This is an optimization exercise on Yosys and OpenROAD, whose aim is small area, a short achievable clock period and few clock cycles per item, not a production implementation. The RTL was checked by simulation tests, not by an equivalence proof against the original design.

== before ==
## RSA_TOP
module RSA_TOP (
    clk, rst_n, in_valid,
    in_p, in_q, in_e, in_c,
    out_valid, out_m
);
Size: ~85 flip-flops, about 36 I/O pins, ~0.0047 mm^2 of cells after synthesis.
==> module RSA_IP, before the edit <==
module RSA_IP (
    input  [3:0] IN_X,     
    input        IN_H,     
    input        IN_X3,    
    input        IN_X4,    
    input  [1:0] IN_K11,   
    input  [7:0] IN_C,
    output [7:0] OUT_M
);
  wire [13:0] pr;
  assign pr[ 0] = (IN_X == 4'd7);    
  assign pr[ 1] = (IN_X == 4'd5);    
  assign pr[ 2] = (IN_X == 4'd9);    
  assign pr[ 3] = (IN_X == 4'd15);    
  assign pr[ 4] = (IN_X == 4'd6) & IN_H;    
  assign pr[ 5] = (IN_X == 4'd4);    
  assign pr[ 6] = (IN_X == 4'd8) & IN_H;    
  assign pr[ 7] = (IN_X == 4'd14) & IN_H;    
  assign pr[ 8] = (IN_X == 4'd2);    
  assign pr[ 9] = (IN_X == 4'd14) & ~IN_H;    
  assign pr[10] = (IN_X == 4'd8) & ~IN_H;    
  assign pr[11] = (IN_X == 4'd12);    
  assign pr[12] = (IN_X == 4'd10);    
  assign pr[13] = (IN_X == 4'd6) & ~IN_H;    
  wire [5:0] sh = {1'b0, pr[13], pr[12] | pr[11], pr[10] | pr[9] | pr[8],
                   pr[7] | pr[6] | pr[5] | pr[4], pr[3] | pr[2] | pr[1] | pr[0]};
  wire [5:0] bh = {pr[13] | pr[12] | pr[10] | pr[7] | pr[3], pr[11] | pr[9] | pr[6] | pr[2],
                   pr[8] | pr[5] | pr[1], pr[4] | pr[0], 2'b00};
  wire [3:0] s = {sh[4], sh[2] | sh[3], sh[0] | sh[1] | sh[3] | sh[4], sh[1] | sh[2] | sh[3] | sh[4]};
  wire [3:0] b = {bh[4] | bh[5], bh[2] | bh[3] | bh[5], bh[1] | bh[3] | bh[4], 1'b1};
  wire x3 = IN_X3;
  wire x4 = IN_X4;
  wire [1:0] k11 = IN_K11;
  wire [3:0] rs, rb;
  RSA_MOD u_rs (.X(IN_C), .M(s), .R(rs));
  RSA_MOD u_rb (.X(IN_C), .M(b), .R(rb));
  wire [3:0] r11 = sh[4] ? rs : rb;
  wire [3:0] ys5, ys7, yb5, yb7, y11, y13;
  RSA_POW5  u_ps5 (.K(x4),       .R(rs),  .Y(ys5));
  RSA_POW7  u_ps7 (.K(x3),       .R(rs),  .Y(ys7));
  RSA_POW5  u_pb5 (.K(x4),       .R(rb),  .Y(yb5));
  RSA_POW7  u_pb7 (.K(x3),       .R(rb),  .Y(yb7));
  RSA_POW11 u_p11 (.K(k11),      .R(r11), .Y(y11));
  RSA_POW13 u_p13 (.K({x4, x3}), .R(rb),  .Y(y13));
  wire [3:0] ms = ({4{sh[0] | sh[1]}} & rs) | ({4{sh[2]}} & ys5) | ({4{sh[3]}} & ys7) | ({4{sh[4]}} & y11);
  wire [3:0] mb = ({4{bh[1]}} & rb) | ({4{bh[2]}} & yb5) | ({4{bh[3]}} & yb7) | ({4{bh[4]}} & y11) | ({4{bh[5]}} & y13);
  wire [3:0] mbs;
  RSA_MODS u_mbs (.SH(sh[4:0]), .M(mb), .R(mbs));
  wire [4:0] vd;
  RSA_ADD #(5) u_vd (.A({1'b0, ms}), .B({1'b1, ~mbs}), .S(vd));    
  wire [3:0] vn, vs;
  RSA_ADD #(4) u_vn (.A(vd[3:0]), .B(4'd1), .S(vn));
  RSA_ADD #(4) u_vs (.A(vd[3:0]), .B(s + 4'd1), .S(vs));
  wire [3:0] v = vd[4] ? vs : vn;
  wire [3:0] u;
  RSA_UINV u_u (.PR(pr), .V(v), .U(u));
  wire [7:0] a0, a1, a2;
  RSA_ADD #(8) u_a0 (.A({4'd0, u}), .B({4'd0, mb}), .S(a0));
  RSA_ADD #(8) u_a1 (.A(a0), .B({3'd0, u & {4{b[1]}}, 1'b0}), .S(a1));
  RSA_ADD #(8) u_a2 (.A(a1), .B({2'd0, u & {4{b[2]}}, 2'b0}), .S(a2));
  RSA_ADD #(8) u_a3 (.A(a2), .B({1'd0, u & {4{b[3]}}, 3'b0}), .S(OUT_M));
endmodule
==> module RSA_TOP, before the edit <==
module RSA_TOP (
    clk, rst_n, in_valid,
    in_p, in_q, in_e, in_c,
    out_valid, out_m
);
input clk, rst_n, in_valid;
input [3:0] in_p, in_q;
input [7:0] in_e, in_c;
output out_valid;
output reg [7:0] out_m;
reg [3:0] st;
wire [3:0] st_nx = st[3]     ? ((st[2:0] == 3'd7) ? {3'd0, in_valid} : st + 4'd1) :
                   in_valid  ? 4'd1 : {st[0], 3'd0};
always @(posedge clk or negedge rst_n) begin
  if (!rst_n) st <= 4'd0;
  else st <= st_nx;
end
wire kload = (st == 4'd0) | (st == 4'd15);
wire       ex3;
wire [1:0] ek11;
RSA_ECLS I_RSA_ECLS (.E(in_e[6:1]), .X3(ex3), .K11(ek11));
reg [3:0] kx;
reg       kh, kx3, kx4;
reg [1:0] kk11;
always @(posedge clk) if (kload) begin
  kx   <= in_p ^ in_q;
  kh   <= (~in_p[3] & ~in_p[2] & in_p[0]) | (~in_q[3] & ~in_q[2] & in_q[0]);
  kx3  <= ex3;
  kx4  <= in_e[1];
  kk11 <= ek11;
end
reg [7:0] dl [0:7];
integer i;
always @(posedge clk) begin
  dl[0] <= in_c;
  for (i = 1; i < 8; i = i + 1) dl[i] <= dl[i-1];
end
wire [7:0] m_w;
RSA_IP I_RSA_IP (.IN_X(kx), .IN_H(kh), .IN_X3(kx3), .IN_X4(kx4), .IN_K11(kk11), .IN_C(dl[7]), .OUT_M(m_w));
always @(posedge clk or negedge rst_n) begin
  if (!rst_n) out_m <= 8'd0;
  else out_m <= m_w & {8{st_nx[3]}};
end
assign out_valid = st[3];
endmodule
export LEC_CHECK = 0
export CAP_MARGIN = 20
export CORE_MARGIN = 2
export CORE_UTILIZATION = 60
export CTS_BUF_LIST = sky130_fd_sc_hd__clkbuf_8
export GPL_TIMING_DRIVEN = 0
export SLEW_MARGIN = 20
create_clock -name core_clock -period 160.0 [get_ports {clk}]
standard.sh (not shown) runs the stock make flow with config.mk's settings and CLKGATE_MAP_FILE= SYNTH_SCRIPT=/design/flow/synth_recipe.tcl, a recipe that flattens the netlist after the stock synthesis.
==> flow/flow/run.sh <==
#!/bin/bash
# Standard ORFS layout with two changes to how it is made:
#  - synthesis is the standard flow's own script, but ABC maps for minimum area (deepsyn +
#    area mapping, flow/abc_min.script) instead of minimum delay, and full
#    adders are left to ABC instead of being extracted first;
#  - the port buffers are the smallest buffer cell;
#  - clock tree synthesis adds no dummy loads to the clock tree leaves.
# Each tool's output goes to its own log in this folder (synth.log, layout.log)
# besides ORFS's logs under orfs/logs.
set -euo pipefail
W=$PWD
{
  head -n 1 synth_recipe.tcl
  cat <<TCL
proc abc {args} {
  set i [lsearch -exact \$args -script]
  if { \$i >= 0 } { set args [lreplace \$args [expr {\$i + 1}] [expr {\$i + 1}] $W/flow/abc_min.script] }
  yosys abc {*}\$args
}
proc extract_fa {args} {}
TCL
  tail -n +2 synth_recipe.tcl
} > my_synth.tcl
sed "s#SYNTH_SCRIPT=[^ ]*#SYNTH_SCRIPT=$W/my_synth.tcl#" standard.sh > my_standard.sh
bash my_standard.sh synth > synth.log 2>&1
bash standard.sh "BUFFER_PORTS_ARGS=-buffer_cell sky130_fd_sc_hd__buf_1" \
  "CTS_ARGS=-sink_clustering_enable -repair_clock_nets -dont_use_dummy_load -buf_list sky130_fd_sc_hd__clkbuf_8" \
  finish > layout.log 2>&1
==> flow/flow/abc_min.script <==
strash
&get -n
&deepsyn -T 90
&put
dch
amap
topo
Testbench counts of before, summed over its fixed seeds: cycles 8,160, items 480.
The following lists how after was set up differently from before:
--- a/flow/design.v
+++ b/flow/design.v
@@ -26,41 +26,39 @@
     assign c[i+1] = (A[i] & B[i]) | ((A[i] ^ B[i]) & c[i]);
   end endgenerate
 endmodule
 module RSA_IP (
     input  [3:0] IN_X,     
-    input        IN_H,     
-    input        IN_X3,    
-    input        IN_X4,    
-    input  [1:0] IN_K11,   
+    input  [6:1] IN_E,     
     input  [7:0] IN_C,
     output [7:0] OUT_M
 );
   wire [13:0] pr;
-  assign pr[ 0] = (IN_X == 4'd7);    
-  assign pr[ 1] = (IN_X == 4'd5);    
-  assign pr[ 2] = (IN_X == 4'd9);    
-  assign pr[ 3] = (IN_X == 4'd15);    
-  assign pr[ 4] = (IN_X == 4'd6) & IN_H;    
-  assign pr[ 5] = (IN_X == 4'd4);    
-  assign pr[ 6] = (IN_X == 4'd8) & IN_H;    
-  assign pr[ 7] = (IN_X == 4'd14) & IN_H;    
-  assign pr[ 8] = (IN_X == 4'd2);    
-  assign pr[ 9] = (IN_X == 4'd14) & ~IN_H;    
-  assign pr[10] = (IN_X == 4'd8) & ~IN_H;    
-  assign pr[11] = (IN_X == 4'd12);    
-  assign pr[12] = (IN_X == 4'd10);    
-  assign pr[13] = (IN_X == 4'd6) & ~IN_H;    
+  assign pr[ 0] = (IN_X == 4'd9);    
+  assign pr[ 1] = (IN_X == 4'd8);    
+  assign pr[ 2] = (IN_X == 4'd14);    
+  assign pr[ 3] = (IN_X == 4'd11);    
+  assign pr[ 4] = (IN_X == 4'd13);    
+  assign pr[ 5] = (IN_X == 4'd12);    
+  assign pr[ 6] = (IN_X == 4'd10);    
+  assign pr[ 7] = (IN_X == 4'd15);    
+  assign pr[ 8] = (IN_X == 4'd1);    
+  assign pr[ 9] = (IN_X == 4'd7);    
+  assign pr[10] = (IN_X == 4'd2);    
+  assign pr[11] = (IN_X == 4'd6);    
+  assign pr[12] = (IN_X == 4'd3);    
+  assign pr[13] = (IN_X == 4'd5);    
   wire [5:0] sh = {1'b0, pr[13], pr[12] | pr[11], pr[10] | pr[9] | pr[8],
                    pr[7] | pr[6] | pr[5] | pr[4], pr[3] | pr[2] | pr[1] | pr[0]};
   wire [5:0] bh = {pr[13] | pr[12] | pr[10] | pr[7] | pr[3], pr[11] | pr[9] | pr[6] | pr[2],
                    pr[8] | pr[5] | pr[1], pr[4] | pr[0], 2'b00};
   wire [3:0] s = {sh[4], sh[2] | sh[3], sh[0] | sh[1] | sh[3] | sh[4], sh[1] | sh[2] | sh[3] | sh[4]};
   wire [3:0] b = {bh[4] | bh[5], bh[2] | bh[3] | bh[5], bh[1] | bh[3] | bh[4], 1'b1};
-  wire x3 = IN_X3;
-  wire x4 = IN_X4;
-  wire [1:0] k11 = IN_K11;
+  wire x3;            
+  wire x4 = IN_E[1];  
+  wire [1:0] k11;     
+  RSA_ECLS u_ecls (.E(IN_E), .X3(x3), .K11(k11));
   wire [3:0] rs, rb;
   RSA_MOD u_rs (.X(IN_C), .M(s), .R(rs));
   RSA_MOD u_rb (.X(IN_C), .M(b), .R(rb));
   wire [3:0] r11 = sh[4] ? rs : rb;
   wire [3:0] ys5, ys7, yb5, yb7, y11, y13;
@@ -367,31 +365,26 @@
 always @(posedge clk or negedge rst_n) begin
   if (!rst_n) st <= 4'd0;
   else st <= st_nx;
 end
 wire kload = (st == 4'd0) | (st == 4'd15);
-wire       ex3;
-wire [1:0] ek11;
-RSA_ECLS I_RSA_ECLS (.E(in_e[6:1]), .X3(ex3), .K11(ek11));
+wire [3:0] cp = {in_p[2] | in_p[3], in_p[0] & ~in_p[2], in_p[3], in_p[1]};
+wire [3:0] cq = {in_q[2] | in_q[3], in_q[0] & ~in_q[2], in_q[3], in_q[1]};
 reg [3:0] kx;
-reg       kh, kx3, kx4;
-reg [1:0] kk11;
+reg [6:1] ke;
 always @(posedge clk) if (kload) begin
-  kx   <= in_p ^ in_q;
-  kh   <= (~in_p[3] & ~in_p[2] & in_p[0]) | (~in_q[3] & ~in_q[2] & in_q[0]);
-  kx3  <= ex3;
-  kx4  <= in_e[1];
-  kk11 <= ek11;
+  kx <= cp ^ cq;
+  ke <= in_e[6:1];
 end
 reg [7:0] dl [0:7];
 integer i;
 always @(posedge clk) begin
   dl[0] <= in_c;
   for (i = 1; i < 8; i = i + 1) dl[i] <= dl[i-1];
 end
 wire [7:0] m_w;
-RSA_IP I_RSA_IP (.IN_X(kx), .IN_H(kh), .IN_X3(kx3), .IN_X4(kx4), .IN_K11(kk11), .IN_C(dl[7]), .OUT_M(m_w));
+RSA_IP I_RSA_IP (.IN_X(kx), .IN_E(ke), .IN_C(dl[7]), .OUT_M(m_w));
 always @(posedge clk or negedge rst_n) begin
   if (!rst_n) out_m <= 8'd0;
   else out_m <= m_w & {8{st_nx[3]}};
 end
 assign out_valid = st[3];
==> comparison <==
before and after all finish clean. In the flow results for before and after, the global-route usage is larger on before. Number of gates resized after CTS across before and after: no real change. Between before and after, the final critical-path share of the clock period does not differ in any meaningful way. Diff before -> after: data required time at the worst endpoint increased by 0.15 ns relative to the old numbers, initial cell density of the core increased by 1.1 points relative to the old numbers, global-route wire length before repair increased by about 0.7% relative to the old numbers, clock net sink count increased by 4 relative to the old numbers. after vs before: area taken by multi-input logic gates up by a few percent. Compared with before, after ends up with more cell area.
Testbench counts of after, summed over its fixed seeds: cycles 8,160, items 480.

==> port drivers added, routing unchanged <==
No port has a modelled driver above. Below, the same layouts with a new extraction and two added sets of constraints.
Step 1 sets driving cells, clkbuf_16 on the clock port and buf_2 on the other inputs (assumed; they add their load-dependent delay and slew).
Step 2 also shifts input and output timing later by t, the mid clock arrival at the registers, as if the neighbouring blocks saw the same clock.
Slacks: ideal / step 1 / step 2; pairs: ideal / step 1.
| run | t, ns | slack for setup (ns) | cell pins on the clock port's net |
|---|---|---|---|
| before | 0.383 | 126.765 / 126.773 / 126.391 | 1 |
| after | 0.380 | 126.788 / 126.796 / 126.416 | 1 |
After both steps setup and hold are still met in every run listed. For before, which loses most, drivers alone change the setup slack by +0.008 ns; drivers and shift together by -0.374 ns.
